Source: an optimization exercise on an open RTL-to-GDS flow (aim: small area and a short achievable clock period). Production flows keep margins and buffers that such runs may drop.
Where RTL was checked, it was by simulation tests only, not by an equivalence proof against the original.
The RTL of runs 1 to 4 was laid out without a check of its function.
Power figures rest on the tool's default switching activity, not on a simulated workload.

[flow/config.mk]
export PLATFORM = sky130hd
export DESIGN_NAME = router_top
export DESIGN_NICKNAME = router_top
export VERILOG_FILES = /design/flow/design.v
export SDC_FILE = /design/flow/constraint.sdc
export NUM_CORES = 4
export LEC_CHECK = 0
export CAP_MARGIN = 20
export CORE_MARGIN = 2
export CORE_UTILIZATION = 60
export SETUP_SLACK_MARGIN = 3.0
export SLEW_MARGIN = 20
[flow/run.sh]
#!/bin/bash
# synth_recipe.tcl (not shown) runs the flow's synth.tcl, then flattens the netlist and writes it again
# the make line also repeats each setting of config.mk as NAME=value (left out here)
make -C /OpenROAD-flow-scripts/flow DESIGN_CONFIG=/design/flow/config.mk WORK_HOME=/design/flow/orfs CLKGATE_MAP_FILE= SYNTH_SCRIPT=/design/flow/synth_recipe.tcl finish
[flow/design.v]
module fifo(input clk, rstn, re, we_reg, sel, lfd,
	input [7:0] rdata,
	output vld, vo, full, sft,
	output [7:0] dout);
	reg [134:0] mem;         
	reg [3:0]   idx;         
	reg [3:0]   wptr;        
	reg         nempty, nfull;
	reg         vld_q;       
	reg [7:0]   data_out;
	reg [5:0]   cnt;         
	reg         cnt_zero;    
	reg [4:0]   tmo;         
	reg         sft_rst;
	wire [3:0] lo = 4'b0001 << idx[1:0];
	wire [3:0] hi = 4'b0001 << idx[3:2];
	reg [8:0] head;
	integer k;
	always @(*) begin
		head = 9'd0;
		for (k = 0; k < 15; k = k + 1)
			head = head | ({9{lo[k % 4] & hi[k / 4]}} & mem[9*k +: 9]);
	end
	wire clr = cnt_zero & (|data_out);
	wire kill = ~rstn | sft_rst;
	wire wr = we_reg & sel & ~nfull & ~sft_rst;
	wire rd_ok = nempty & ~clr;
	always @(posedge clk)
		if (wr) mem <= {mem[125:0], lfd, rdata};
	wire [3:0] idx_nr = wr ? idx + 4'd1 : idx;
	wire       ne_nr  = wr ? (idx != 4'd14) : nempty;
	wire       nf_nr  = wr ? (idx == 4'd13) & (wptr != 4'd14) : nfull;
	wire [3:0] idx_r  = rd_ok ? (wr ? idx : idx - 4'd1) : idx_nr;
	wire       ne_r   = rd_ok ? (wr | (idx != 4'd0)) : ne_nr;
	wire       nf_r   = rd_ok ? (wr & (idx == 4'd14) & (wptr != 4'd14)) : nf_nr;
	always @(posedge clk) begin
		if (kill) begin
			idx <= 4'd15;
			wptr <= 4'd0;
			nempty <= 1'b0;
			vld_q <= 1'b0;
			nfull <= 1'b0;
		end else begin
			if (wr)
				wptr <= wptr + 4'd1;
			idx <= re ? idx_r : idx_nr;
			nempty <= re ? ne_r : ne_nr;
			vld_q <= re ? (rd_ok ? (wr | (idx != 4'd0)) : (wr ? (idx != 4'd14) : vld_q))
			            : (wr ? (idx != 4'd14) : vld_q);
			nfull <= re ? nf_r : nf_nr;
		end
	end
	always @(posedge clk) begin
		if (kill | clr)
			data_out <= 8'd0;
		else if (re & nempty)
			data_out <= head[7:0];
	end
	wire [5:0] cnt_h = head[8] ? head[7:2] : (cnt_zero ? cnt : cnt - 6'd1);
	wire       cz_h  = head[8] ? 1'b0 : (cnt_zero | (cnt == 6'd0));
	always @(posedge clk) begin
		if (kill) begin
			cnt <= 6'd0;
			cnt_zero <= 1'b1;
		end else if (re & nempty) begin
			cnt <= cnt_h;
			cnt_zero <= cz_h;
		end
	end
	always @(posedge clk) begin
		if (~rstn | ~nempty | re) begin
			tmo <= 5'd1;
			sft_rst <= 1'b0;
		end else if (tmo == 5'd30) begin
			tmo <= 5'd1;
			sft_rst <= 1'b1;
		end else begin
			tmo <= tmo + 5'd1;
			sft_rst <= 1'b0;
		end
	end
	assign vld = nempty;
	assign vo = vld_q;
	assign full = nfull;
	assign sft = sft_rst;
	assign dout = data_out;
endmodule
module router_top(input clk,rstn,re_0,re_1,re_2,pkt_valid,
	      input[7:0]data_in,
	      output vld_out_0,vld_out_1,vld_out_2,err,busy,
	      output[7:0]data_out_0,data_out_1,data_out_2);
reg st_da, st_lfd, st_wte, st_ld, st_ffs, st_lp, st_laf, st_cpe;
reg [1:0] addr_q;       
reg [1:0] dst;          
reg       lfd;          
reg [7:0] rdata;        
reg [7:0] fbyte;        
reg [7:0] par;          
reg       parity_done, low_pkt_valid, err_q;
wire [2:0] sft;
wire [2:0] vld;
wire [2:0] vo;
wire [2:0] full;
wire fifo_full = (dst == 2'd0) ? full[0] : (dst == 2'd1) ? full[1] : (dst == 2'd2) ? full[2] : 1'b0;
wire we_reg = st_ld | st_lp | st_laf;
wire rst_all = ~rstn | (|sft);
wire hdr_ok = pkt_valid & ~(data_in[1] & data_in[0]);
wire hdr_empty = (data_in[1:0] == 2'd0) ? ~vld[0] : (data_in[1:0] == 2'd1) ? ~vld[1] : ~vld[2];
wire wait_empty = (addr_q == 2'd0) ? ~vld[0] : (addr_q == 2'd1) ? ~vld[1] : (addr_q == 2'd2) ? ~vld[2] : 1'b0;
wire da_n  = (st_da & ~hdr_ok) | (st_laf & parity_done) | (st_cpe & ~fifo_full);
wire lfd_n = (st_da & hdr_ok & hdr_empty) | (st_wte & wait_empty);
wire wte_n = (st_da & hdr_ok & ~hdr_empty) | (st_wte & ~wait_empty);
wire ld_n  = st_lfd | (st_ld & ~fifo_full & pkt_valid) | (st_laf & ~parity_done & ~low_pkt_valid);
wire ffs_n = fifo_full & (st_ld | st_ffs | st_cpe);
wire lp_n  = (st_ld & ~fifo_full & ~pkt_valid) | (st_laf & ~parity_done & low_pkt_valid);
reg busy_q;              
always @(posedge clk) begin
	if (rst_all) begin
		st_da <= 1'b1; st_lfd <= 1'b0; st_wte <= 1'b0; st_ld <= 1'b0;
		st_ffs <= 1'b0; st_lp <= 1'b0; st_laf <= 1'b0; st_cpe <= 1'b0;
		busy_q <= 1'b0;
	end else begin
		st_da  <= da_n;
		st_lfd <= lfd_n;
		st_wte <= wte_n;
		st_ld  <= ld_n;
		st_ffs <= ffs_n;
		st_lp  <= lp_n;
		st_laf <= st_ffs & ~fifo_full;
		st_cpe <= st_lp;
		busy_q <= ~(da_n | ld_n);
	end
end
assign busy = busy_q;
always @(posedge clk) begin
	if (~rstn) begin
		addr_q <= 2'd0;
		dst <= 2'd0;
		lfd <= 1'b0;
	end else begin
		addr_q <= data_in[1:0];
		if (st_da) dst <= data_in[1:0];
		lfd <= st_lfd;
	end
end
always @(posedge clk) begin
	if (~rstn) begin
		rdata <= 8'd0;
		fbyte <= 8'd0;
		par <= 8'd0;
		parity_done <= 1'b0;
		low_pkt_valid <= 1'b0;
		err_q <= 1'b0;
	end else begin
		if (st_da | (st_ld & ~fifo_full))
			rdata <= data_in;
		else if (st_laf)
			rdata <= fbyte;
		if (fifo_full)
			fbyte <= data_in;
		if (st_da)
			par <= data_in;
		else if (st_ld)
			par <= par ^ data_in;
		if (st_da)
			parity_done <= 1'b0;
		else if ((st_laf & low_pkt_valid & ~parity_done) | (st_ld & ~fifo_full & ~pkt_valid))
			parity_done <= 1'b1;
		if (st_cpe)
			low_pkt_valid <= 1'b0;
		else if (st_ld & ~pkt_valid)
			low_pkt_valid <= 1'b1;
		if (st_cpe)
			err_q <= |par;
	end
end
assign err = err_q;
fifo q0(.clk(clk), .rstn(rstn), .re(re_0), .we_reg(we_reg), .sel(dst == 2'd0), .lfd(lfd),
	.rdata(rdata), .vld(vld[0]), .vo(vo[0]), .full(full[0]), .sft(sft[0]), .dout(data_out_0));
fifo q1(.clk(clk), .rstn(rstn), .re(re_1), .we_reg(we_reg), .sel(dst == 2'd1), .lfd(lfd),
	.rdata(rdata), .vld(vld[1]), .vo(vo[1]), .full(full[1]), .sft(sft[1]), .dout(data_out_1));
fifo q2(.clk(clk), .rstn(rstn), .re(re_2), .we_reg(we_reg), .sel(dst == 2'd2), .lfd(lfd),
	.rdata(rdata), .vld(vld[2]), .vo(vo[2]), .full(full[2]), .sft(sft[2]), .dout(data_out_2));
assign vld_out_0 = vo[0];
assign vld_out_1 = vo[1];
assign vld_out_2 = vo[2];
endmodule
[flow/constraint.sdc]
create_clock -name core_clock -period 5.0 [get_ports {clk}]
set_input_delay 1.0000 -clock core_clock [delete_from_list [all_inputs] [get_ports {clk}]]
set_output_delay 1.0000 -clock core_clock [all_outputs]
set_load 0.01 [all_outputs]
==> run_results.csv, run 1 <==
group,metric,value,unit
placed_design,io_buffers,42,
layout,layout_common_cells,"405 x edfxtp_1, 123 x nand2_1, 122 x buf_4",
pwr,pwr-share-seq,46.9,%
clocking,root_buffer,"clkbuf_16",
yosys,synth_area,0.02181,mm^2
yosys,async_reset_ff_share,0,%
clocking,clk_latency,0.60,ns
clocking,htreeDepth,2,
timing,hold_slack,0.4374,ns
pwr,power.internal,8.044,mW
floorplanning,die_h,194.7,um
drt,routed_via_density,6.414,
yosys,synth-seq-cells,542,
layout,area_growth_syn_to_layout,26.34,%
clocking,cts_made_buffers,54,
yosys,synth_cells,1621,
drt,firstDrtPassIters,5,
yosys,synth.net_count,1668,
floorplanning,die_area,0.03789,mm^2
timing,grt_setup_unrepaired,"yes",
global_routing,grtUsageTotal,28.42,%
yosys,synth_edf_count,405,
yosys,synth_top_cell_by_area,"edfxtp_1",
layout,area.sequential,0.01500,mm^2
timing,finalSetupViolCount,0,
critical_path,crit_type,"reg2reg",
placed_design,place_hpwl,28.65,mm
drt,routed-via-count,14970,
layout,fin_nets,1874,
pwr,p_leak,9.654,nW
critical_path,critPathMaxFanout,5,
drt,drc,0,
layout,drive_gt1_share,29.26,%
critical_path,worstPathArrival,2.68,ns
job,cap_violations,0,
timing,tightest_slew,0.7737,ns
worst_hold_path,holdCritStartpoint,"q2.mem[74]",
clocking,cts_tree,"done",
critical_path,endpoint_kind,"flop",
timing,period_needed,2.196,ns
layout,final_area,0.02756,mm^2
layout,layout_commonest_cell,"edfxtp_1",
yosys,ys_warn_count,2,
clocking,postCtsHoldBufs,0,
global_routing,grt_pass1_wl,83.24,mm
timing,slew_viol_final,0,
critical_path,critPathRequiredTime,5.49,ns
global_routing,antenna_found_initial,2,
floorplanning,initial_core_util,61.17,%
pwr,ir_worst_vdd,359.6,uV
pwr,p_sw_share,25.17,%
critical_path,r2r-start,"q1.idx[0]",
layout,multiInputGateArea,0.007272,mm^2
outcome,status,"complete, no violations",
yosys,synth_cell_types,78,
worst_hold_path,min_path_type,"reg2reg",
clocking,cts_buffer_depth,3,
timing,fin_crit_sh,43.93,%
drt,post_drt_wl_per_cell,23.63,um
timing,tns,0,ns
placed_design,place_area,0.02267,mm^2
pwr,switchingPower,2.706,mW
layout,diodes,0,
yosys,ys.flop_type,"edfxtp_1",
pwr,powerDensity,390.1,mW/mm^2
clocking,clkTransAtPathRegs,0.07,ns
critical_path,worstSetupStartpointType,"flop",
timing,relSlewSlack,48.35,%
floorplanning,ioPinCount,43,
drt,routed_wl,55.14,mm
drt,drt-initial-drc-count,1864,
floorplanning,fp.dieW,194.7,um
yosys,ys_seq_area_share,68.34,%
yosys,synth_top_area_share,55.76,%
global_routing,overflow,0,
timing,fmax,0.4553,GHz
floorplanning,num_rows,69,
yosys,avgSynthCellArea,13.45,um^2
critical_path,startpoint,"q1.idx[0]",
timing,hold_viol,0,
yosys,synthTopCellsByArea,"edfxtp_1 56%, dfxtp_1 13%, a22oi_1 2.4%",
pwr,pwr-share-comb,16.2,%
global_routing,grt_max_degree,113,
floorplanning,coreArea,0.03566,mm^2
placed_design,place.gp.congestion,0.8409,
drt,ant_nets,0,
clocking,clock_sinks,542,
global_routing,grt_pass1_vias,14340,
layout,fillCellCount,2136,
timing,finClkSkew,0.01825,ns
pwr,clkPwrFrac,36.9,%
==> worst paths after layout <==
check	slack, ns	to	cells past startpoint
worst max-delay path	2.80	q1.cnt[0]	11
worst min-delay path	0.44	q2.mem[83]	0
worst max register to register	2.80	q1.cnt[0]	11
worst min register to register	0.44	q2.mem[83]	0
==> flip-flops by register name, summed over array words and instances, names as in the netlist, 2 cells and up <==
| register | flops |
|---|---|
| q1.idx | 4 |
| q0.cnt | 6 |
| q2.mem | 135 |
| q0.idx | 4 |
| q0.wptr | 4 |
| q2.data_out | 8 |
| q1.cnt | 6 |
| q1.wptr | 4 |
| addr_q | 2 |
| q2.idx | 4 |
| q1.mem | 135 |
| q1.data_out | 8 |
| q0.tmo | 5 |
| q0.mem | 135 |
| q0.data_out | 8 |
| par | 8 |
| q2.tmo | 5 |
| fbyte | 8 |
| q1.tmo | 5 |
| q2.wptr | 4 |
| rdata | 8 |
| dst | 2 |
| q2.cnt | 6 |
==> final cells by class <==
type                            instances  area share, %
Clock inverter                         22         0.6130
Timing Repair inverter                  4         0.1453
Multi-Input combinational cell        948          26.39
Inverter                               34         0.6993
Timing Repair Buffer                  243          9.903
Tap cell                              461          2.093
Clock buffer                           80          5.708
Sequential cell                       542          54.45
==> per-stage QoR <==
stage	util [%]	cells	worst slack, ns	power (mW)
final	77.28	2334	2.804	10.75
after global routing	77.28	2334	2.712	11.11
after CTS	74.84	2292	2.814	10.61
after detailed placement	63.58	2047	1.483	6.137
after global placement	63.58	2047	1.528	6.125
after floorplan	-	1621	2.956	5.822
==> repair_timing <==
| action | in CTS | in global routing |
|---|---|---|
| setup buffers | 127 | 38 |
| pin swaps | 84 | 76 |
| endpoints found under the setup margin | 536 | 275 |
| gates resized for setup | 405 | 109 |
| cloned | 16 | 4 |
==> worst max-delay path, cell delays in order (launching register included) <==
cell	delay, ns
dfxtp_4	0.38
inv_6	0.07
ha_4	0.14
buf_12	0.12
buf_4	0.11
buf_6	0.11
nor2b_4	0.16
a21o_1	0.14
o22ai_1	0.10
a32oi_2	0.29
or3b_1	0.38
o311ai_1	0.09
==> logic make-up (layout without fill, tap and decap cells) <==
kind of cell	Yosys count	after routing	share of synthesized area [%]
mux	59	59	3.086
buf+inv	134	383	2.633
flops	542	542	68.34
fa+ha+maj	37	37	2.077
compound gates	395	395	13.20
xor+xnor	30	30	1.205
simple gates	424	427	9.466
==> power groups by stage <==
| stage | clock network (mW) | logic [mW] | registers [mW] |
|---|---|---|---|
| 2_1_floorplan | 0 | 0.749 | 5.07 |
| 3_3_place_gp | 0 | 1.01 | 5.11 |
| 3_5_place_dp | 0 | 1.02 | 5.12 |
| 4_1_cts | 4.03 | 1.54 | 5.04 |
| 5_1_grt | 4.21 | 1.85 | 5.05 |
| 6_report | 3.97 | 1.74 | 5.04 |
==> cell usage after synthesis (5+ instances only) <==
| cell type | count |
|---|---|
| o211a_1 | 8 |
| mux4_2 | 5 |
| ha_1 | 33 |
| a21oi_1 | 65 |
| o211ai_1 | 9 |
| a32oi_1 | 10 |
| a221oi_1 | 24 |
| buf_1 | 18 |
| a222oi_1 | 26 |
| nand4_1 | 13 |
| a22o_1 | 14 |
| mux2_2 | 16 |
| xnor2_1 | 17 |
| nor2_1 | 82 |
| a31oi_1 | 20 |
| or3_1 | 8 |
| mux2i_1 | 38 |
| and3_1 | 8 |
| nand2b_1 | 13 |
| nor3_1 | 28 |
| xor2_1 | 13 |
| nand2_1 | 133 |
| a22oi_1 | 71 |
| buf_2 | 45 |
| o21ai_0 | 51 |
| clkbuf_1 | 34 |
| and2_1 | 16 |
| o22ai_1 | 11 |
| dfxtp_1 | 137 |
| edfxtp_1 | 405 |
| a211oi_1 | 22 |
| nand3_1 | 53 |
| a311oi_1 | 8 |
| inv_1 | 30 |
| a21boi_0 | 8 |
| nor4_1 | 14 |
| nor2b_1 | 31 |
==> routing by layer <==
metal | share of wire, % | vias up | GRT usage [%]
met5 | 0.054 | - | 0
met4 | 2.9 | 4 | 9.031
met3 | 8.6 | 114 | 6.542
met2 | 45 | 700 | 42.51
met1 | 43 | 7431 | 41.61
li1 | - | 6721 | -
==> run 2: changes to the inputs <==
--- a/flow/config.mk
+++ b/flow/config.mk
@@ -8,5 +8,7 @@
 export CAP_MARGIN = 20
 export CORE_MARGIN = 2
 export CORE_UTILIZATION = 60
+export CTS_CLUSTER_DIAMETER = 60
+export CTS_CLUSTER_SIZE = 30
 export SETUP_SLACK_MARGIN = 3.0
 export SLEW_MARGIN = 20
==> run 2 against run 1 <==
Against the previous run: clock-buffer cell count is 42 lower; synthesized cell count unchanged; final area down 1.6%; via count fell by 1.0%; global-route usage fell by 0.56 points; sequential share of layout area rose by 0.90 points; largest power group unchanged; maximum frequency increased by 0.11%; critical endpoint unchanged; clock skew about the same.
==> run_results.csv, run 2 <==
group,metric,value,unit
clocking,clock_sinks,542,
floorplanning,initial_core_util,61.17,%
yosys,avgSynthCellArea,13.45,um^2
pwr,pwr-share-seq,50.3,%
floorplanning,fp.dieW,194.7,um
layout,reg_top3,"q0.mem (135), q1.mem (135), q2.mem (135)",
floorplanning,ioPinCount,43,
floorplanning,die_area,0.03789,mm^2
yosys,synth_edf_count,405,
critical_path,path_cells,"inv_6 > ha_4 > buf_12 > buf_4 > nor2b_2 > a21o_1 > o22ai_1 > a32oi_2 > or3b_1 > o311ai_1",
clocking,cts_tree,"done",
drt,firstDrtPassIters,6,
yosys,ys_warn_count,2,
yosys,synthTopCellsByArea,"edfxtp_1 56%, dfxtp_1 13%, a22oi_1 2.4%",
yosys,synth_top_cell_by_area,"edfxtp_1",
global_routing,grt.busiest_layer,"met2",
critical_path,crit_type,"reg2reg",
critical_path,critPathRequiredTime,5.47,ns
global_routing,grtUsageMet1,41.96,%
yosys,post-synth-top-count-cell,"edfxtp_1",
global_routing,grtUsageTotal,27.85,%
placed_design,io_buffers,42,
layout,layout_commonest_cell,"edfxtp_1",
timing,finalSetupViolCount,0,
floorplanning,die_h,194.7,um
global_routing,grtUsageMet3,4.893,%
timing,hold_viol,0,
global_routing,antenna_found_initial,3,
timing,fmax,0.4558,GHz
placed_design,place_area,0.02267,mm^2
drt,post_drt_wl_per_cell,23.27,um
critical_path,endpoint_kind,"flop",
layout,layout_common_cells,"405 x edfxtp_1, 138 x buf_4, 126 x nand2_1",
clocking,cts_made_buffers,37,
clocking,root_buffer,"clkbuf_16",
global_routing,grt_pass1_vias,14180,
clocking,clkTransAtPathRegs,0.10,ns
clocking,cts_buffer_depth,3,
critical_path,cpPeakStageDelay,0.38,ns
layout,fin_nets,1870,
timing,relSlewSlack,49.43,%
yosys,async_reset_ff_share,0,%
pwr,power.internal,7.297,mW
pwr,switchingPower,2.709,mW
yosys,synth_common_cells,"405 x edfxtp_1, 137 x dfxtp_1, 133 x nand2_1",
placed_design,place_hpwl,28.65,mm
yosys,synth_top_area_share,55.76,%
critical_path,worstPathArrival,2.66,ns
clocking,htreeDepth,2,
yosys,ys_seq_area_share,68.34,%
drt,drc,0,
job,cap_violations,0,
pwr,clkPwrFrac,32.0,%
timing,finClkSkew,0.01857,ns
placed_design,place.gp.congestion,0.8409,
layout,final_area,0.02710,mm^2
timing,grt_setup_unrepaired,"yes",
worst_hold_path,min_path_type,"reg2reg",
drt,ant_nets,0,
yosys,synth_area,0.02181,mm^2
yosys,synth.net_count,1668,
critical_path,worstSetupStartpointType,"flop",
global_routing,grt_max_degree,113,
global_routing,grt_pass1_wl,82.19,mm
clocking,clk_latency,0.57,ns
timing,tightest_slew,0.7575,ns
timing,slew_viol_final,0,
pwr,p_sw_share,27.08,%
layout,fillCellCount,2199,
yosys,ys.flop_type,"edfxtp_1",
timing,tns,0,ns
drt,routed-via-count,14820,
drt,routed_wl,53.77,mm
yosys,synth_cells,1621,
global_routing,overflow,0,
pwr,pwr-share-comb,17.7,%
drt,routed_via_density,6.413,
global_routing,grt_use_met2,42.28,%
clocking,postCtsHoldBufs,0,
drt,drt-initial-drc-count,1692,
pwr,p_leak,9.445,nW
floorplanning,coreArea,0.03566,mm^2
timing,fin_crit_sh,43.88,%
yosys,synth_cell_types,78,
pwr,powerDensity,369.2,mW/mm^2
floorplanning,num_rows,69,
layout,area_growth_syn_to_layout,24.28,%
critical_path,slowest_stage,"dfxtp_4",
timing,period_needed,2.194,ns
critical_path,critPathMaxFanout,5,
outcome,status,"complete, no violations",
pwr,ir_worst_vdd,248.4,uV
yosys,synth-seq-cells,542,
layout,drive_gt1_share,29.64,%
[run 2: cell counts after synthesis]
Identical to the previous run, type by type.
[run 2: path summary, 6_finish.rpt]
check / from / endpoint / slack (ns) / depth (start not counted)
max reg2reg: q1.idx[0] / q1.cnt[0] / 2.81 / 10
min reg2reg: q1.mem[97] / q1.mem[106] / 0.44 / 0
min: q1.mem[97] / q1.mem[106] / 0.44 / 0
max: q1.idx[0] / q1.cnt[0] / 2.81 / 10
[run 2: power by group through the flow]
stage / Clock, mW / Sequential (mW) / Combinational [mW]
after CTS: 3.27 / 5.03 / 1.58
after floorplan: 0 / 5.07 / 0.749
after detailed placement: 0 / 5.12 / 1.02
after global placement: 0 / 5.11 / 1.01
after global routing: 3.43 / 5.05 / 1.88
final: 3.20 / 5.04 / 1.77
[run 2: worst max-delay path: cells and delay by family, from the launching register on]
family / cells / cell delay (ns)
AOI/OAI and AO/OA: 4 / 0.70
adders and majority gates: 1 / 0.14
buffers and inverters: 3 / 0.31
DFF: 1 / 0.38
and+or+nand+nor: 2 / 0.56
[run 2: cell families after synthesis]
logic type / count (synthesis) / synth area share, %
and+or+nand+nor: 424 / 9.466
AOI/OAI and AO/OA: 395 / 13.20
buffers and inverters: 134 / 2.633
xor gates and xnor gates: 30 / 1.205
muxes: 59 / 3.086
DFF: 542 / 68.34
adders and majority gates: 37 / 2.077
[run 2: per-stage QoR]
| step | hold slack [ns] | util [%] | instances | power [mW] | setup slack [ns] |
|---|---|---|---|---|---|
| global route | 0.4460 | 76.02 | 2311 | 10.36 | 2.700 |
| global placement | 0.4238 | 63.58 | 2047 | 6.125 | 1.528 |
| CTS | 0.4419 | 73.46 | 2261 | 9.886 | 2.844 |
| finish | 0.4405 | 76.02 | 2311 | 10.01 | 2.806 |
| detailed placement | 0.4308 | 63.58 | 2047 | 6.137 | 1.483 |
| floorplan | 0.4168 | - | 1621 | 5.822 | 2.956 |
[run 2: routing by layer]
metal,vias to the layer above,wire (um),part of all wire (%)
met2,628,24370,45
met3,106,4377,8.1
met1,7389,23390,44
li1,6696,-,-
met4,2,1611,3.0
met5,-,16,0.030
[run 2: what timing repair did]
action / in CTS / in global routing
pin swaps: 76 / 77
endpoints found under the setup margin: 537 / 222
gates cloned: 15 / 4
buffers inserted: 134 / 45
gates resized for setup: 387 / 112
[run 2: final cells by class]
type                       instances  area (um^2)  area share [%]
inverter                          34        195.2          0.7201
timing repair inverter             5        48.80          0.1800
multi-input combinational        948         7263           26.80
clock inverter                    27        337.8           1.246
sequential                       542        15000           55.34
clock buffer                      38        929.6           3.430
timing repair buffer             255         2750           10.15
tap                              461        576.8           2.128
antenna                            1        2.502        0.009232
==> run 3: changes to the inputs <==
--- a/flow/design.v
+++ b/flow/design.v
@@ -3,7 +3,7 @@
 	output vld, vo, full, sft,
 	output [7:0] dout);
 	reg [134:0] mem;         
-	reg [3:0]   idx;         
+	reg [15:0]  pos;         
 	reg [3:0]   wptr;        
 	reg         nempty, nfull;
 	reg         vld_q;       
@@ -12,14 +12,12 @@
 	reg         cnt_zero;    
 	reg [4:0]   tmo;         
 	reg         sft_rst;
-	wire [3:0] lo = 4'b0001 << idx[1:0];
-	wire [3:0] hi = 4'b0001 << idx[3:2];
 	reg [8:0] head;
 	integer k;
 	always @(*) begin
 		head = 9'd0;
 		for (k = 0; k < 15; k = k + 1)
-			head = head | ({9{lo[k % 4] & hi[k / 4]}} & mem[9*k +: 9]);
+			head = head | ({9{pos[k]}} & mem[9*k +: 9]);
 	end
 	wire clr = cnt_zero & (|data_out);
 	wire kill = ~rstn | sft_rst;
@@ -27,15 +25,17 @@
 	wire rd_ok = nempty & ~clr;
 	always @(posedge clk)
 		if (wr) mem <= {mem[125:0], lfd, rdata};
-	wire [3:0] idx_nr = wr ? idx + 4'd1 : idx;
-	wire       ne_nr  = wr ? (idx != 4'd14) : nempty;
-	wire       nf_nr  = wr ? (idx == 4'd13) & (wptr != 4'd14) : nfull;
-	wire [3:0] idx_r  = rd_ok ? (wr ? idx : idx - 4'd1) : idx_nr;
-	wire       ne_r   = rd_ok ? (wr | (idx != 4'd0)) : ne_nr;
-	wire       nf_r   = rd_ok ? (wr & (idx == 4'd14) & (wptr != 4'd14)) : nf_nr;
+	wire [15:0] up = {pos[14:0], pos[15]};
+	wire [15:0] dn = {pos[0], pos[15:1]};
+	wire [15:0] pos_nr = wr ? up : pos;
+	wire        ne_nr  = wr ? ~pos[14] : nempty;
+	wire        nf_nr  = wr ? pos[13] & (wptr != 4'd14) : nfull;
+	wire [15:0] pos_r  = rd_ok ? (wr ? pos : dn) : pos_nr;
+	wire        ne_r   = rd_ok ? (wr | ~pos[0]) : ne_nr;
+	wire        nf_r   = rd_ok ? (wr & pos[14] & (wptr != 4'd14)) : nf_nr;
 	always @(posedge clk) begin
 		if (kill) begin
-			idx <= 4'd15;
+			pos <= 16'h8000;
 			wptr <= 4'd0;
 			nempty <= 1'b0;
 			vld_q <= 1'b0;
@@ -43,10 +43,10 @@
 		end else begin
 			if (wr)
 				wptr <= wptr + 4'd1;
-			idx <= re ? idx_r : idx_nr;
+			pos <= re ? pos_r : pos_nr;
 			nempty <= re ? ne_r : ne_nr;
-			vld_q <= re ? (rd_ok ? (wr | (idx != 4'd0)) : (wr ? (idx != 4'd14) : vld_q))
-			            : (wr ? (idx != 4'd14) : vld_q);
+			vld_q <= re ? (rd_ok ? (wr | ~pos[0]) : (wr ? ~pos[14] : vld_q))
+			            : (wr ? ~pos[14] : vld_q);
 			nfull <= re ? nf_r : nf_nr;
 		end
 	end
--- a/flow/config.mk
+++ b/flow/config.mk
@@ -8,7 +8,5 @@
 export CAP_MARGIN = 20
 export CORE_MARGIN = 2
 export CORE_UTILIZATION = 60
-export CTS_CLUSTER_DIAMETER = 60
-export CTS_CLUSTER_SIZE = 30
 export SETUP_SLACK_MARGIN = 3.0
 export SLEW_MARGIN = 20
==> run 3 against run 2 <==
Against the previous run: clock-buffer cell count is 42 higher; critical path depth is 3 lower; clock power is 34% higher; global-route usage is 0.14 points lower; final area is 3.8% lower; maximum frequency is 1.7% higher; total power is 0.77% lower; die area is 0.77% higher; combinational power is 79% lower; sequential power is 4.8% higher; largest cell class unchanged; highest routed layer is now met4.
==> run_results.csv, run 3 <==
group,metric,value,unit
outcome,status,"complete, no violations",
placed_design,place_hpwl,30.98,mm
critical_path,crit_type,"reg2reg",
clocking,cts_buffer_depth,3,
placed_design,io_buffers,42,
clocking,postCtsHoldBufs,0,
global_routing,grt_max_degree,75,
pwr,pwr-share-seq,53.2,%
clocking,clk_latency,0.61,ns
timing,finalSetupViolCount,0,
drt,top_layer_used,"met4",
job,cap_violations,0,
yosys,synth.net_count,1604,
global_routing,grtUsageTotal,27.71,%
timing,tightest_slew,0.7560,ns
critical_path,worstSetupStartpointType,"flop",
yosys,ys_warn_count,2,
floorplanning,num_rows,70,
pwr,power.internal,7.857,mW
timing,tns,0,ns
layout,layout_common_cells,"405 x edfxtp_1, 165 x a22oi_1, 113 x dfxtp_1",
clocking,root_buffer,"clkbuf_16",
layout,drive_gt1_share,22.02,%
layout,layout_commonest_cell,"edfxtp_1",
global_routing,grt_pass1_vias,13500,
worst_hold_path,min_path_type,"reg2reg",
timing,finClkSkew,0.01862,ns
critical_path,cpPeakStageDelay,0.52,ns
timing,fin_crit_sh,43.14,%
timing,hold_viol,0,
critical_path,r2r-end,"q0.pos[0]",
timing,slew_viol_final,0,
clocking,htreeDepth,2,
drt,routed_wl,53.99,mm
pwr,p_sw_share,20.87,%
critical_path,reg2reg_depth,7,
drt,wl_met3,4.517,mm
yosys,synth_common_cells,"405 x edfxtp_1, 173 x dfxtp_1, 165 x a22oi_1",
floorplanning,die_h,195.4,um
floorplanning,ioPinCount,43,
yosys,synth_top_cell_by_area,"edfxtp_1",
drt,firstDrtPassIters,8,
timing,fmax,0.4636,GHz
critical_path,critPathRequiredTime,5.47,ns
worst_hold_path,holdCritStartpoint,"st_ffs",
drt,post_drt_wl_per_cell,24.71,um
timing,period_needed,2.157,ns
critical_path,slowest_stage,"or4_4",
drt,routed-via-count,14480,
floorplanning,fp.dieW,195.4,um
global_routing,antenna_found_initial,1,
pwr,ir_worst_vdd,313.9,uV
floorplanning,die_area,0.03818,mm^2
critical_path,path_delay_family,"simple AND/OR/NAND/NOR gates",
critical_path,worstPathArrival,2.63,ns
yosys,post-synth-top-count-cell,"edfxtp_1",
pwr,pwr-share-comb,3.7,%
critical_path,crit_path_frequent_cell,"buf_6",
layout,diodes,0,
layout,reg_top3,"q0.mem (135), q1.mem (135), q2.mem (135)",
critical_path,startpoint,"q0.data_out[1]",
pwr,p_leak,8.804,nW
critical_path,r2r_setup_slack,2.84,ns
yosys,synth_cell_types,68,
yosys,ys_seq_area_share,71.08,%
drt,drt-initial-drc-count,1771,
timing,relSlewSlack,49.53,%
placed_design,pre_cts_ws,1.734,ns
pwr,powerDensity,380.6,mW/mm^2
timing,grt_setup_unrepaired,"yes",
yosys,synth_edf_count,405,
drt,ant_nets,0,
yosys,synth_cells,1572,
pwr,switchingPower,2.072,mW
worst_hold_path,worstHoldEndpoint,"st_laf",
critical_path,r2r-start,"q0.data_out[1]",
yosys,ys.flop_type,"edfxtp_1",
critical_path,path_buf_inv,2,
placed_design,place.gp.congestion,0.8949,
timing,layout_setup_ws,2.843,ns
global_routing,grt_pass1_wl,80.36,mm
worst_hold_path,min_delay_path_depth,2,
floorplanning,coreArea,0.03635,mm^2
drt,routed_via_density,6.626,
floorplanning,initial_core_util,60.48,%
clocking,cts_tree,"done",
yosys,avgSynthCellArea,13.98,um^2
yosys,synth_top_area_share,55.33,%
yosys,synth_area,0.02198,mm^2
clocking,clkTransAtPathRegs,0.06,ns
clocking,cts_made_buffers,57,
clocking,clock_sinks,578,
critical_path,critPathMaxFanout,5,
yosys,synth-seq-cells,578,
drt,drc,0,
layout,fin_nets,1701,
yosys,async_reset_ff_share,0,%
yosys,synthTopCellsByArea,"edfxtp_1 55%, dfxtp_1 16%, a22oi_1 5.6%",
drt,wl_met2,24.89,mm
drt,met1_length,22.85,mm
pwr,clkPwrFrac,43.1,%
critical_path,path_cells,"buf_6 > or4_4 > o21a_4 > or3_4 > buf_6 > nand4_1 > o221ai_1",
critical_path,endpoint_kind,"flop",
global_routing,overflow,0,
layout,area_growth_syn_to_layout,18.68,%
run 3: changes by cell type in the layout (fill, tap and decap cells not counted), moves of 16 or more:
cell	previous run	this run
buf_6	66	47
o221ai_2	0	26
dfxtp_1	92	113
dfxtp_2	29	53
nand4_1	13	37
o221ai_1	3	19
nand2_1	126	103
a22oi_1	54	165
a22oi_2	17	0
buf_4	138	49
a21oi_1	55	21
clkbuf_16	40	57
run 3: tightest hold or removal path: cells and delay by family (launching register included):
kind	cells	cell delay [ns]
flip-flops	1	0.31
AND/OR/NAND/NOR	2	0.09
run 3: logic make-up after synthesis:
group                    after synthesis  share of synthesized area, %
adder cells (fa/ha/maj)               18                         1.025
AO/OA/AOI/OAI                        387                         13.66
AND/OR/NAND/NOR                      421                         9.569
buffers and inverters                114                         2.277
flip-flops                           578                         71.08
multiplexers                          36                         1.668
XOR/XNOR                              18                        0.7172
run 3: layout make-up:
class | instances | area, um^2
flip-flops and latches | 578 | 15720
inverters | 19 | 87.58
clock buffers | 80 | 1583
clock inverters | 27 | 287.8
fillers | 2355 | 10260
repair inverters | 2 | 20.02
well taps | 468 | 585.6
multi-input cells | 885 | 6419
repair buffers | 126 | 1386
run 3: stage by stage:
stage	hold slack, ns	cells	cell area [um^2]	power, mW	util, %
after floorplan	0.3997	1572	22110	5.523	-
after global placement	0.4084	2010	22830	5.632	62.82
after detailed placement	0.4256	2010	22830	5.638	62.82
after CTS	0.4392	2167	25590	9.953	70.41
after global routing	0.4564	2185	26090	10.22	71.77
final	0.4364	2185	26090	9.929	71.77
run 3: what timing repair did:
action | CTS | global route
gates cloned | 6 | 4
setup endpoints to repair | 542 | 200
resized for setup | 258 | 82
pin swaps | 14 | 40
setup buffers | 44 | 14
run 3: per-layer routing:
metal | global-route usage, % | vias to the layer above
li1 | - | 6431
met1 | 40.29 | 7261
met2 | 42.13 | 670
met3 | 4.715 | 116
met4 | 10.94 | 0
met5 | 0 | -
run 3: worst max path at each step:
stage	slack, ns	to	depth (start not counted)
after floorplan	2.97	q1.nfull	7
after global placement	1.72	q2.pos[15]	5
after detailed placement	1.73	q2.pos[15]	5
after CTS	2.86	q2.pos[15]	7
after global routing	2.81	q2.pos[3]	7
final	2.84	q0.pos[0]	7
run 3: power groups by stage:
| stage | sequential [mW] | clock (mW) | combinational, mW |
|---|---|---|---|
| 2_1_floorplan | 5.33 | 0 | 0.189 |
| 3_3_place_gp | 5.38 | 0 | 0.254 |
| 3_5_place_dp | 5.38 | 0 | 0.259 |
| 4_1_cts | 5.28 | 4.36 | 0.318 |
| 5_1_grt | 5.28 | 4.55 | 0.394 |
| 6_report | 5.28 | 4.28 | 0.368 |
==> run 4: changes to the inputs <==
--- a/flow/config.mk
+++ b/flow/config.mk
@@ -5,8 +5,9 @@
 export SDC_FILE = /design/flow/constraint.sdc
 export NUM_CORES = 4
 export LEC_CHECK = 0
-export CAP_MARGIN = 20
+export CAP_MARGIN = 0
 export CORE_MARGIN = 2
 export CORE_UTILIZATION = 60
+export CTS_BUF_LIST = sky130_fd_sc_hd__clkbuf_8
 export SETUP_SLACK_MARGIN = 3.0
-export SLEW_MARGIN = 20
+export SLEW_MARGIN = 0
==> run 4 against run 3 <==
Against the previous run: still clean on timing, DRC and antenna; first-iteration DRC count is 10% lower; wire length is 0.26% lower; final area is 1.0% lower; via count is 0.17% higher; area after synthesis stayed put; critical endpoint is now q0.pos[9]; largest cell class unchanged; largest power group unchanged.
==> run_results.csv, run 4 <==
group,metric,value,unit
clocking,clk_latency,0.65,ns
layout,drive_gt1_share,21.87,%
floorplanning,ioPinCount,43,
yosys,synth_common_cells,"405 x edfxtp_1, 173 x dfxtp_1, 165 x a22oi_1",
critical_path,cpPeakStageDelay,0.51,ns
drt,ant_nets,0,
timing,slew_viol_final,0,
yosys,ys.flop_type,"edfxtp_1",
yosys,avgSynthCellArea,13.98,um^2
critical_path,crit_type,"reg2reg",
placed_design,place_inst,2010,
global_routing,antenna_found_initial,1,
critical_path,worstSetupStartpointType,"flop",
yosys,synth-seq-cells,578,
timing,grt_setup_unrepaired,"yes",
pwr,p_leak,8.879,nW
timing,period_needed,2.169,ns
critical_path,path_delay_family,"simple AND/OR/NAND/NOR gates",
global_routing,grt_max_degree,75,
layout,fin_util,71.04,%
floorplanning,initial_core_util,60.48,%
timing,fmax,0.4611,GHz
drt,routed-via-count,14500,
yosys,ys_seq_area_share,71.08,%
critical_path,critPathRequiredTime,5.50,ns
timing,finalSetupViolCount,0,
outcome,status,"complete, no violations",
layout,layout_commonest_cell,"edfxtp_1",
drt,routed_via_density,6.454,
yosys,synth_area,0.02198,mm^2
layout,fin_cells,2247,
floorplanning,die_area,0.03818,mm^2
timing,tightest_slew,0.7698,ns
timing,relSlewSlack,48.61,%
critical_path,slowest_stage,"or4_4",
critical_path,worstPathArrival,2.67,ns
layout,layout_common_cells,"405 x edfxtp_1, 165 x a22oi_1, 118 x dfxtp_1",
critical_path,path_cells,"buf_6 > or4_4 > o21a_4 > or3_4 > buf_6 > nand4_1 > o221ai_1",
yosys,post-synth-top-count-cell,"edfxtp_1",
drt,routed_wl,53.85,mm
layout,diodes,0,
global_routing,grt_pass1_wl,81.06,mm
drt,post_drt_wl_per_cell,23.97,um
clocking,clkTransAtPathRegs,0.06,ns
yosys,async_reset_ff_share,0,%
critical_path,r2r_setup_slack,2.83,ns
placed_design,io_buffers,42,
yosys,synth_top_area_share,55.33,%
drt,drt-initial-drc-count,1590,
worst_hold_path,min_path_type,"reg2reg",
critical_path,endpoint_kind,"flop",
global_routing,grtUsageTotal,28.02,%
clocking,htreeDepth,3,
layout,fin_nets,1734,
layout,reg_top3,"q0.mem (135), q1.mem (135), q2.mem (135)",
critical_path,crit_path_frequent_cell,"buf_6",
placed_design,place_hpwl,30.98,mm
yosys,synth_cells,1572,
yosys,synth_cell_types,68,
timing,tns,0,ns
floorplanning,num_rows,70,
pwr,powerDensity,359.1,mW/mm^2
yosys,synth.net_count,1604,
floorplanning,die_h,195.4,um
clocking,clock_sinks,578,
job,cap_violations,0,
clocking,cts_buffer_depth,3,
global_routing,grt_pass1_vias,13860,
yosys,ys_warn_count,2,
drt,firstDrtPassIters,5,
yosys,synth_edf_count,405,
floorplanning,coreArea,0.03635,mm^2
clocking,postCtsHoldBufs,0,
clocking,cts_made_buffers,92,
pwr,ir_worst_vdd,270.7,uV
global_routing,overflow,0,
critical_path,path_buf_inv,2,
drt,drc,0,
timing,finClkSkew,0.02036,ns
timing,fin_crit_sh,43.38,%
floorplanning,fp.dieW,195.4,um
layout,area_growth_syn_to_layout,17.47,%
timing,hold_viol,0,
critical_path,critPathMaxFanout,8,
placed_design,place.gp.congestion,0.8949,
clocking,cts_tree,"done",
clocking,root_buffer,"clkbuf_8",
yosys,synthTopCellsByArea,"edfxtp_1 55%, dfxtp_1 16%, a22oi_1 5.6%",
yosys,synth_top_cell_by_area,"edfxtp_1",
-- run 4: cell type report --
class,instances,area [um^2]
multi-input combinational,882,6356
timing repair buffer,127,1391
inverter,19,87.58
clock inverter,70,271.5
fill,2435,10530
tap,468,585.6
clock buffer,101,1390
timing repair inverter,2,25.02
sequential,578,15710
-- run 4: where the power goes --
group	internal, mW	switching, mW
Sequential	5.19	0.0875
Combinational	0.147	0.200
Clock	1.85	1.80
-- run 4: what timing repair did --
item | CTS | global route
setup buffers | 37 | 20
setup endpoints to repair | 540 | 265
pin swaps | 11 | 32
endpoints found under the hold margin | 0 | 0
gates resized for setup | 259 | 70
gates cloned | 6 | 3
-- run 4: per-layer routing --
layer	global-route usage [%]	wire (um)	up-vias
li1	-	-	6516
met2	41.75	24540	673
met3	5.423	4636	127
met4	13.09	1895	0
met1	40.18	22780	7187
met5	0	0	-
-- run 4: cells by family (layout without fill, tap and decap cells) --
| kind of cell | after synthesis | after routing | share of synthesized area, % |
|---|---|---|---|
| AO/OA/AOI/OAI | 387 | 387 | 13.66 |
| multiplexers | 36 | 36 | 1.668 |
| flip-flops | 578 | 578 | 71.08 |
| XOR/XNOR | 18 | 18 | 0.7172 |
| buffers and inverters | 114 | 319 | 2.277 |
| AND/OR/NAND/NOR | 421 | 423 | 9.569 |
| adder cells (fa/ha/maj) | 18 | 18 | 1.025 |
-- run 4: worst register-to-register path, cell delays in order (launching register included) --
cell and delay (ns):
dfxtp_2 0.34, buf_6 0.11, or4_4 0.51, o21a_4 0.23, or3_4 0.46, buf_6 0.18
nand4_1 0.09, o221ai_1 0.11
-- run 4: final timing paths --
check                 startpoint        end  cells after the start
setup / recovery  q0.data_out[7]  q0.pos[9]                      7
hold reg to reg           st_ffs     st_laf                      2
hold / removal            st_ffs     st_laf                      2
setup reg to reg  q0.data_out[7]  q0.pos[9]                      7
-- run 4: through the flow --
| stage | area, um^2 | power, mW | hold slack [ns] | setup WS (ns) |
|---|---|---|---|---|
| floorplan | 22110 | 5.523 | 0.3997 | 2.971 |
| global placement | 22830 | 5.632 | 0.4084 | 1.718 |
| detailed placement | 22830 | 5.638 | 0.4256 | 1.734 |
| CTS | 25290 | 9.313 | 0.4240 | 2.822 |
| global route | 25820 | 9.588 | 0.4425 | 2.787 |
| finish | 25820 | 9.273 | 0.4270 | 2.831 |
==> run 5: changes to the inputs <==
--- a/flow/design.v
+++ b/flow/design.v
@@ -12,6 +12,7 @@
 	reg         cnt_zero;    
 	reg [4:0]   tmo;         
 	reg         sft_rst;
+	reg         clr;         
 	reg [8:0] head;
 	integer k;
 	always @(*) begin
@@ -19,7 +20,6 @@
 		for (k = 0; k < 15; k = k + 1)
 			head = head | ({9{pos[k]}} & mem[9*k +: 9]);
 	end
-	wire clr = cnt_zero & (|data_out);
 	wire kill = ~rstn | sft_rst;
 	wire wr = we_reg & sel & ~nfull & ~sft_rst;
 	wire rd_ok = nempty & ~clr;
@@ -56,6 +56,8 @@
 		else if (re & nempty)
 			data_out <= head[7:0];
 	end
+	always @(posedge clk)
+		clr <= ~kill & ~clr & re & nempty & ~head[8] & (cnt_zero | (cnt == 6'd0)) & (|head[7:0]);
 	wire [5:0] cnt_h = head[8] ? head[7:2] : (cnt_zero ? cnt : cnt - 6'd1);
 	wire       cz_h  = head[8] ? 1'b0 : (cnt_zero | (cnt == 6'd0));
 	always @(posedge clk) begin
--- a/flow/config.mk
+++ b/flow/config.mk
@@ -8,6 +8,5 @@
 export CAP_MARGIN = 0
 export CORE_MARGIN = 2
 export CORE_UTILIZATION = 60
-export CTS_BUF_LIST = sky130_fd_sc_hd__clkbuf_8
-export SETUP_SLACK_MARGIN = 3.0
+export SETUP_SLACK_MARGIN = 3.3
 export SLEW_MARGIN = 0
==> run 5 against run 4 <==
Against the previous run: non-clock buffer count grew 102; total power is 7.1% higher; wire length is 16% higher; final area rose by 13%; combinational power is about 30% higher; clock power up 15%; maximum frequency rose by 2.3%; largest cell class unchanged; largest power group unchanged; highest routed layer unchanged.
==> run_results.csv, run 5 <==
group,metric,value,unit
timing,finClkSkew,0.03052,ns
placed_design,pre_cts_ws,1.768,ns
worst_hold_path,worstHoldEndpoint,"q2.mem[26]",
global_routing,grt_pass1_vias,14480,
layout,layout_commonest_cell,"edfxtp_1",
placed_design,io_buffers,42,
floorplanning,num_rows,70,
yosys,synthTopCellsByArea,"edfxtp_1 55%, dfxtp_1 16%, a22oi_1 7.0%",
critical_path,cpPeakStageDelay,0.52,ns
yosys,synth_top_area_share,55.29,%
floorplanning,die_h,195.5,um
layout,layout_common_cells,"405 x edfxtp_1, 171 x a22oi_1, 111 x buf_4",
global_routing,overflow,0,
clocking,clk_latency,0.63,ns
placed_design,place.gp.congestion,0.8183,
timing,hold_slack,0.4320,ns
drt,firstDrtPassIters,9,
floorplanning,fp.dieW,195.5,um
critical_path,reg2reg_depth,9,
global_routing,grt_max_degree,73,
timing,fin_crit_sh,42.40,%
yosys,ys_seq_area_share,71.30,%
outcome,status,"complete, no violations",
clocking,htreeDepth,2,
yosys,synth_area,0.02200,mm^2
timing,tightest_slew,0.7841,ns
critical_path,crit_path_frequent_cell,"buf_6",
yosys,avgSynthCellArea,13.83,um^2
clocking,cts_tree,"done",
critical_path,r2r_setup_slack,2.88,ns
worst_hold_path,min_delay_path_depth,0,
clocking,clock_sinks,581,
layout,fillCellCount,1869,
yosys,post-synth-top-count-cell,"edfxtp_1",
yosys,ys_warn_count,2,
layout,fin_nets,1883,
clocking,clkTransAtPathRegs,0.07,ns
global_routing,antenna_found_initial,2,
drt,routed-via-count,15730,
critical_path,startpoint,"dst[0]",
yosys,synth.net_count,1623,
clocking,cts_made_buffers,57,
critical_path,worstSetupStartpointType,"flop",
timing,grt_setup_unrepaired,"yes",
layout,reg_top3,"q0.mem (135), q1.mem (135), q2.mem (135)",
drt,drt-initial-drc-count,1763,
critical_path,crit_type,"reg2reg",
floorplanning,initial_core_util,60.52,%
pwr,ir_worst_vdd,361.7,uV
critical_path,path_buf_inv,5,
clocking,root_buffer,"clkbuf_16",
critical_path,critPathRequiredTime,5.54,ns
layout,area_growth_syn_to_layout,32.58,%
floorplanning,coreArea,0.03635,mm^2
global_routing,grtUsageTotal,29.42,%
worst_hold_path,holdCritStartpoint,"q2.mem[17]",
pwr,powerDensity,340.4,mW/mm^2
yosys,synth_cell_types,66,
timing,slew_viol_final,0,
layout,fin_cells,2367,
layout,fin_util,80.23,%
drt,drc,0,
timing,relSlewSlack,47.73,%
yosys,synth_common_cells,"405 x edfxtp_1, 205 x a22oi_1, 176 x dfxtp_1",
placed_design,place_hpwl,30.02,mm
critical_path,path_cells,"buf_6 > buf_6 > or4b_4 > nor3_4 > buf_4 > buf_6 > buf_16 > a22oi_2 > a21oi_1",
drt,routed_wl,62.36,mm
timing,finalSetupViolCount,0,
timing,fmax,0.4717,GHz
yosys,synth-seq-cells,581,
critical_path,path_delay_family,"simple AND/OR/NAND/NOR gates",
yosys,async_reset_ff_share,0,%
critical_path,critPathMaxFanout,4,
timing,tns,0,ns
global_routing,grt_pass1_wl,85.24,mm
floorplanning,ioPinCount,43,
pwr,p_leak,10.30,nW
layout,drive_gt1_share,34.30,%
yosys,synth_cells,1591,
critical_path,r2r-start,"dst[0]",
worst_hold_path,min_path_type,"reg2reg",
critical_path,endpoint_kind,"flop",
timing,hold_viol,0,
critical_path,r2r-end,"q2.pos[11]",
timing,layout_setup_ws,2.880,ns
timing,period_needed,2.120,ns
job,cap_violations,0,
yosys,synth_top_cell_by_area,"edfxtp_1",
drt,post_drt_wl_per_cell,26.35,um
yosys,synth_edf_count,405,
clocking,cts_buffer_depth,3,
placed_design,place_inst,2006,
critical_path,worstPathArrival,2.66,ns
critical_path,slowest_stage,"or4b_4",
yosys,ys.flop_type,"edfxtp_1",
drt,ant_nets,0,
drt,routed_via_density,6.647,
floorplanning,die_area,0.03821,mm^2
[run 5: cell count changes after synthesis, sizes merged, moves of 8 or more]
cell	change
a21oi	+39
a22oi	+40
buf	+8
nand3	-32
nand4	-13
o221ai	-45
o22ai	-9
or4	-8
[run 5: what timing repair did]
item,4_1_cts,5_1_grt
hold buffers,0,0
setup buffers,95,81
pin swaps,77,79
gates resized for setup,414,213
setup endpoints to repair,575,506
gates cloned,33,45
[run 5: logic make-up after synthesis]
| family | count (synthesis) | synth area share (%) |
|---|---|---|
| AO/OA/AOI/OAI | 422 | 13.93 |
| XOR/XNOR | 18 | 0.7167 |
| adder cells (fa/ha/maj) | 18 | 1.024 |
| buffers and inverters | 117 | 2.218 |
| flip-flops | 581 | 71.30 |
| multiplexers | 38 | 1.746 |
| AND/OR/NAND/NOR | 397 | 9.061 |
[run 5: per-stage QoR]
| stage | power, mW | area (um^2) |
|---|---|---|
| floorplan | 5.542 | 22560 |
| global placement | 5.635 | 22960 |
| detailed placement | 5.641 | 22960 |
| CTS | 9.836 | 27000 |
| global route | 10.18 | 29160 |
| finish | 9.927 | 29160 |
[run 5: layer usage]
layer / wire (um) / up-vias / GRT usage, %
li1: - / 6772 / -
met3: 6453 / 179 / 5.216
met1: 23820 / 7844 / 41.90
met2: 29640 / 938 / 45.78
met4: 2444 / 0 / 11.20
met5: 0 / - / 0
[run 5: worst max-delay path by stage]
stage | to | slack, ns | cells after the start
after detailed placement | q0.pos[6] | 1.77 | 6
after CTS | data_out_1[1] | 2.88 | 1
final | q2.pos[11] | 2.88 | 9
after global routing | q2.pos[14] | 2.84 | 8
after floorplan | q0.pos[8] | 2.79 | 6
after global placement | q0.pos[14] | 1.85 | 6
[run 5: report_power, final]
group | leakage (nW) | switching (mW) | total, mW | internal [mW]
Sequential | 5.14 | 0.0947 | 5.28 | 5.19
Combinational | 4.27 | 0.256 | 0.451 | 0.195
Clock | 0.886 | 1.83 | 4.19 | 2.37
[run 5: cell type report]
| type | instances | area, um^2 | share of cell area [%] |
|---|---|---|---|
| diodes | 1 | 2.502 | 0.008581 |
| clock inverters | 19 | 163.9 | 0.5620 |
| inverters | 20 | 153.9 | 0.5277 |
| repair inverters | 64 | 1156 | 3.964 |
| flip-flops and latches | 581 | 15900 | 54.52 |
| multi-input cells | 898 | 6972 | 23.91 |
| well taps | 468 | 585.6 | 2.008 |
| repair buffers | 229 | 2587 | 8.872 |
| clock buffers | 87 | 1642 | 5.629 |
==> run 6: changes to the inputs <==
--- a/flow/config.mk
+++ b/flow/config.mk
@@ -8,5 +8,5 @@
 export CAP_MARGIN = 0
 export CORE_MARGIN = 2
 export CORE_UTILIZATION = 60
-export SETUP_SLACK_MARGIN = 3.3
+export SETUP_SLACK_MARGIN = 3.0
 export SLEW_MARGIN = 0
==> run 6 against run 5 <==
Against the previous run: still clean on timing, DRC and antenna; maximum frequency rose by 1.9%; critical path depth fell by 8; via count is 11% lower; clock-buffer cell count down 6; synthesized cell count unchanged; flip-flop and latch count is the same; largest cell class unchanged; highest routed layer unchanged.
==> run_results.csv, run 6 <==
group,metric,value,unit
yosys,synthTopCellsByArea,"edfxtp_1 55%, dfxtp_1 16%, a22oi_1 7.0%",
critical_path,cpPeakStageDelay,0.36,ns
pwr,pwr-share-comb,2.7,%
critical_path,critPathRequiredTime,4.00,ns
layout,fin_nets,1679,
timing,fmax,0.4808,GHz
layout,fillCellCount,2503,
critical_path,endpoint_kind,"primary output",
yosys,synth_top_cell_by_area,"edfxtp_1",
floorplanning,num_rows,70,
placed_design,place_inst,2010,
floorplanning,die_h,195.5,um
yosys,synth_common_cells,"405 x edfxtp_1, 205 x a22oi_1, 176 x dfxtp_1",
clocking,htreeDepth,2,
global_routing,grt_pass1_wl,78.75,mm
yosys,ys.flop_type,"edfxtp_1",
drt,firstDrtPassIters,6,
yosys,synth-seq-cells,581,
drt,drc,0,
global_routing,grtUsageTotal,27.16,%
timing,grt_setup_unrepaired,"yes",
timing,hold_viol,0,
yosys,post-synth-top-count-cell,"edfxtp_1",
layout,diodes,0,
worst_hold_path,min_path_type,"reg2reg",
critical_path,path_buf_inv,1,
placed_design,place_hpwl,29.78,mm
layout,fin_cells,2164,
yosys,synth_top_area_share,55.29,%
drt,ant_nets,0,
placed_design,place.gp.congestion,0.8477,
yosys,ys_seq_area_share,71.30,%
critical_path,crit_type,"reg2out",
yosys,synth.net_count,1623,
timing,tightest_slew,0.7408,ns
layout,drive_gt1_share,18.46,%
pwr,clkPwrFrac,44.0,%
drt,post_drt_wl_per_cell,23.92,um
global_routing,overflow,0,
floorplanning,die_area,0.03821,mm^2
timing,fin_crit_sh,41.60,%
critical_path,worstPathArrival,1.08,ns
pwr,power.internal,7.897,mW
placed_design,io_buffers,42,
yosys,synth_simple_gate_area_share,9.061,%
timing,period_needed,2.080,ns
floorplanning,initial_core_util,60.52,%
clocking,clk_latency,0.61,ns
pwr,p_leak,8.603,nW
timing,finClkSkew,0.01572,ns
critical_path,path_cells,"buf_6",
yosys,synth_compound_area_share,13.93,%
pwr,switchingPower,2.047,mW
yosys,synth_mux_area_share,1.746,%
drt,routed_via_density,6.505,
critical_path,slowest_stage,"dfxtp_2",
drt,routed_wl,51.75,mm
clocking,clkTransAtPathRegs,0.06,ns
floorplanning,fp.dieW,195.5,um
yosys,synth_edf_count,405,
yosys,async_reset_ff_share,0,%
layout,layout_common_cells,"405 x edfxtp_1, 202 x a22oi_1, 120 x nand2_1",
yosys,synth_cells,1591,
yosys,yosys.area_share.adder,1.024,%
timing,hold_slack,0.4235,ns
clocking,clock_sinks,581,
drt,drt-initial-drc-count,1578,
yosys,synth_area,0.02200,mm^2
timing,tns,0,ns
yosys,synthXorXnorAreaFrac,0.7167,%
layout,area_growth_syn_to_layout,15.87,%
pwr,ir_worst_vdd,307.2,uV
layout,layout_commonest_cell,"edfxtp_1",
layout,reg_top3,"q0.mem (135), q1.mem (135), q2.mem (135)",
yosys,ys_warn_count,2,
outcome,status,"complete, no violations",
critical_path,critPathMaxFanout,2,
global_routing,antenna_found_initial,4,
clocking,root_buffer,"clkbuf_16",
timing,finalSetupViolCount,0,
clocking,cts_tree,"done",
layout,fin_util,70.13,%
timing,slew_viol_final,0,
global_routing,grt_pass1_vias,13400,
floorplanning,coreArea,0.03635,mm^2
floorplanning,ioPinCount,43,
critical_path,path_delay_family,"flip-flops",
pwr,pwr-share-seq,53.3,%
clocking,cts_buffer_depth,3,
clocking,cts_made_buffers,57,
yosys,synth_cell_types,66,
yosys,synth_top_family_by_area,"compound AO/OA/AOI/OAI gates",
pwr,powerDensity,390.1,mW/mm^2
clocking,postCtsHoldBufs,0,
drt,routed-via-count,14080,
timing,relSlewSlack,50.55,%
yosys,avgSynthCellArea,13.83,um^2
critical_path,worstSetupStartpointType,"flop",
job,cap_violations,0,
pwr,p_sw_share,20.58,%
global_routing,grt_max_degree,73,
## run 6: cell counts after synthesis
Identical to the previous run, type by type.
## run 6: kinds of logic (layout without fill, tap and decap cells)
logic type	Yosys count	after routing
buffers and inverters	117	222
muxes	38	38
xor gates and xnor gates	18	18
adders and majority gates	18	18
and+or+nand+nor	397	397
AOI/OAI and AO/OA	422	422
DFF	581	581
## run 6: final timing paths
| kind | slack [ns] | from | depth (start not counted) | to |
|---|---|---|---|---|
| worst min register to register | 0.42 | st_ffs | 2 | st_laf |
| worst min-delay path | 0.42 | st_ffs | 2 | st_laf |
| worst max-delay path | 2.92 | q0.vld_q | 1 | vld_out_0 |
| worst max register to register | 3.04 | q0.pos[7] | 5 | q0.clr |
## run 6: final cells by class
type,count,area (um^2),share of cell area [%]
timing repair inverter,6,107.6,0.4221
inverter,20,153.9,0.6038
clock buffer,81,1673,6.563
clock inverter,27,260.3,1.021
multi-input combinational,893,6063,23.79
timing repair buffer,88,859.6,3.372
sequential,581,15790,61.93
tap,468,585.6,2.297
## run 6: metrics by stage
step	area [um^2]	worst slack, ns	total power, mW
after detailed placement	22770	1.686	5.626
after floorplan	22180	2.798	5.518
after CTS	25300	2.891	10.01
after global placement	22770	1.762	5.620
after global routing	25490	2.898	10.21
final	25490	2.920	9.943
## run 6: timing repair
item	CTS	global route
setup buffers	27	13
gates resized for setup	242	36
gates cloned	5	1
setup endpoints to repair	575	153
pin swaps	11	5
## run 6: power by group through the flow
stage	combinational (mW)	clock, mW	sequential (mW)
after global routing	0.293	4.62	5.30
after global placement	0.222	0	5.40
after CTS	0.256	4.45	5.30
final	0.267	4.38	5.30
after detailed placement	0.227	0	5.40
after floorplan	0.169	0	5.35
## run 6: layer usage
layer	GRT usage [%]	share of wire, %	wire length (um)	up-vias
li1	-	-	-	6329
met1	38.78	43	22120	7043
met2	42.38	47	24100	612
met5	0	0	0	-
met3	4.974	8.1	4177	92
met4	9.528	2.6	1353	0
==> run 7: changes to the inputs <==
==> flow/flow/run.sh (new file) <==
#!/bin/bash
# The standard layout, with clock tree synthesis using larger sink clusters
# and no dummy balancing loads. Each tool's output goes to its own log here.
set -euo pipefail
export CTS_ARGS="-sink_clustering_enable -repair_clock_nets -sink_clustering_size 30 -sink_clustering_max_diameter 60 -dont_use_dummy_load"
bash standard.sh > standard.log 2>&1
==> flow/standard.sh (new file) <==
#!/bin/bash
# synth_recipe.tcl (not shown) runs the flow's synth.tcl, then flattens the netlist and writes it again
# the make line also repeats each setting of config.mk as NAME=value (left out here)
make -C /OpenROAD-flow-scripts/flow DESIGN_CONFIG=/design/flow/config.mk WORK_HOME=/design/flow/orfs CLKGATE_MAP_FILE= SYNTH_SCRIPT=/design/flow/synth_recipe.tcl "${@:-finish}"
removed: flow/run.sh
==> run 7 against run 6 <==
Against the previous run: still clean on timing, DRC and antenna; flip-flop and latch count is the same; final cell count fell by 3.5%; clock-buffer cell count fell by 44; critical path type unchanged; largest power group unchanged.
==> run_results.csv, run 7 <==
group,metric,value,unit
outcome,status,"complete, no violations",
timing,fmax,0.5017,GHz
pwr,p_total,8.331,mW
yosys,ys_seq_area_share,71.30,%
global_routing,grt_pass1_wl,77.53,mm
floorplanning,ioPinCount,43,
drt,routed_wl,51.01,mm
floorplanning,num_rows,70,
timing,slew_viol_final,0,
drt,ant_nets,0,
worst_hold_path,min_path_type,"reg2reg",
yosys,synth_top_cell_by_area,"edfxtp_1",
timing,relSlewSlack,44.36,%
drt,drt-initial-drc-count,1561,
clocking,cts_buffer_depth,3,
drt,routed-via-count,13770,
layout,diodes,0,
critical_path,path_delay_family,"flip-flops",
floorplanning,initial_core_util,60.52,%
job,cap_violations,0,
critical_path,crit_type,"reg2out",
global_routing,grtUsageTotal,26.71,%
timing,grt_setup_unrepaired,"yes",
critical_path,critPathRequiredTime,4.00,ns
yosys,synth_top_area_share,55.29,%
global_routing,grt_max_degree,73,
pwr,powerDensity,340.0,mW/mm^2
pwr,p_leak,8.093,nW
timing,tns,0,ns
layout,area.sequential,0.01578,mm^2
yosys,synth_area,0.02200,mm^2
yosys,synth_common_cells,"405 x edfxtp_1, 205 x a22oi_1, 176 x dfxtp_1",
critical_path,path_buf_inv,1,
yosys,synth.net_count,1623,
critical_path,path_cells,"buf_6",
critical_path,endpoint_kind,"primary output",
layout,reg_top3,"q0.mem (135), q1.mem (135), q2.mem (135)",
timing,fin_crit_sh,39.86,%
placed_design,place_inst,2010,
clocking,clk_latency,0.56,ns
layout,fin_nets,1655,
floorplanning,die_h,195.5,um
yosys,synth_edf_count,405,
yosys,async_reset_ff_share,0,%
floorplanning,coreArea,0.03635,mm^2
yosys,post-synth-top-count-cell,"edfxtp_1",
layout,layout_commonest_cell,"edfxtp_1",
critical_path,critPathMaxFanout,2,
layout,fillCellCount,2570,
timing,hold_viol,0,
clocking,clkTransAtPathRegs,0.10,ns
placed_design,place_hpwl,29.78,mm
yosys,avgSynthCellArea,13.83,um^2
drt,routed_via_density,6.590,
yosys,synthTopCellsByArea,"edfxtp_1 55%, dfxtp_1 16%, a22oi_1 7.0%",
clocking,clock_sinks,581,
layout,layout_common_cells,"405 x edfxtp_1, 202 x a22oi_1, 120 x nand2_1",
pwr,ir_worst_vdd,238.6,uV
floorplanning,die_area,0.03821,mm^2
floorplanning,fp.dieW,195.5,um
critical_path,worstPathArrival,0.99,ns
drt,post_drt_wl_per_cell,24.42,um
clocking,htreeDepth,2,
yosys,synth_cells,1591,
clocking,root_buffer,"clkbuf_16",
timing,finClkSkew,0.04470,ns
layout,multiInputGateArea,0.006080,mm^2
yosys,synth_cell_types,66,
placed_design,place_area,0.02277,mm^2
layout,area_growth_syn_to_layout,11.37,%
layout,final_area,0.02450,mm^2
yosys,synth-seq-cells,581,
yosys,ys.flop_type,"edfxtp_1",
yosys,ys_warn_count,2,
layout,drive_gt1_share,15.79,%
timing,period_needed,1.993,ns
clocking,cts_made_buffers,37,
timing,tightest_slew,0.8335,ns
global_routing,overflow,0,
global_routing,antenna_found_initial,4,
critical_path,worstSetupStartpointType,"flop",
drt,firstDrtPassIters,7,
critical_path,r2r_setup_slack,3.04,ns
critical_path,cpPeakStageDelay,0.35,ns
clocking,cts_tree,"done",
global_routing,grt_pass1_vias,13000,
drt,drc,0,
placed_design,io_buffers,42,
placed_design,place.gp.congestion,0.8477,
timing,finalSetupViolCount,0,
critical_path,slowest_stage,"dfxtp_2",
layout,fin_cells,2089,
[run 7: path summary, 6_finish.rpt]
| check | from | cells past startpoint | to |
|---|---|---|---|
| worst max-delay path | q2.vld_q | 1 | vld_out_2 |
| worst min register to register | q2.mem[42] | 0 | q2.mem[51] |
| worst min-delay path | q2.mem[42] | 0 | q2.mem[51] |
| worst max register to register | q1.pos[7] | 5 | q1.cnt[2] |
[run 7: per-stage QoR]
step                hold WS [ns]  setup slack (ns)  util, %
global route              0.4285             2.946    67.40
global placement          0.4132             1.762    62.65
floorplan                 0.4094             2.798        -
finish                    0.4244             3.007    67.40
detailed placement        0.4289             1.686    62.65
CTS                       0.4260             2.923    66.84
[run 7: final cells by class]
class                      instances  share of cell area (%)
tap                              468                   2.390
sequential                       581                   64.43
timing repair inverter             7                  0.4494
clock buffer                      37                   3.779
timing repair buffer              82                   3.509
inverter                          20                  0.6282
multi-input combinational        894                   24.82
[run 7: repair_timing]
item / CTS / global route
hold buffers: 0 / 0
endpoints found under the setup margin: 581 / 268
setup buffers: 22 / 12
pin swaps: 10 / 4
cloned: 7 / 1
resized for setup: 245 / 36
[run 7: logic make-up (layout without fill, tap and decap cells)]
group / Yosys count / after routing / share of synthesized area (%)
muxes: 38 / 38 / 1.746
DFF: 581 / 581 / 71.30
buffers and inverters: 117 / 146 / 2.218
xor gates and xnor gates: 18 / 18 / 0.7167
AOI/OAI and AO/OA: 422 / 422 / 13.93
and+or+nand+nor: 397 / 398 / 9.061
adders and majority gates: 18 / 18 / 1.024
[run 7: metal layers]
layer	global-route usage (%)	share of wire [%]	vias to the layer above
li1	-	-	6225
met2	42.39	47	569
met3	4.318	7.8	78
met1	38.99	43	6895
met4	6.785	2.1	0
met5	0	0	-
[run 7: power breakdown]
| group | total, mW | internal, mW | switching [mW] |
|---|---|---|---|
| clock network | 2.77 | 1.32 | 1.45 |
| registers | 5.29 | 5.20 | 0.0877 |
| logic | 0.267 | 0.104 | 0.163 |
| total | 8.33 | 6.62 | 1.71 |

==> what the ideal ports hide <==
How much do the figures lean on ideal ports? The routed layouts below were timed once more, with nothing changed but the port constraints.
Step 1, drivers: a clkbuf_16 drives clk and a buf_2 each remaining input, both assumed.
Step 2, shift: input delay + t, output delay - t, t = (earliest + latest rising clock arrival at the registers) / 2. This alone moves slack from input paths to output paths.
Slacks: no drivers / after step 1 / after step 2; pairs: no drivers / after step 1.
run	shift t [ns]	slack for setup (ns)	latest minus earliest clock arrival (ns)	slew at the worst register clock pin (ns)	worst data-port slew with drivers (ns)
run 1	0.645	2.804 / 2.804 / 2.397	0.018 / 0.018	0.07 / 0.07	0.11
run 2	0.609	2.806 / 2.806 / 2.452	0.022 / 0.023	0.10 / 0.10	0.11
run 3	0.653	2.843 / 2.843 / 2.239	0.021 / 0.021	0.07 / 0.07	0.03
run 4	0.684	2.831 / 2.817 / 2.227	0.024 / 0.024	0.07 / 0.07	0.03
run 5	0.666	2.880 / 2.847 / 2.322	0.033 / 0.032	0.07 / 0.07	0.05
run 6	0.663	2.920 / 2.862 / 2.530	0.018 / 0.017	0.07 / 0.07	0.03
run 7	0.593	3.007 / 2.949 / 2.532	0.052 / 0.051	0.10 / 0.10	0.03
After both steps setup and hold are still met in every run listed.
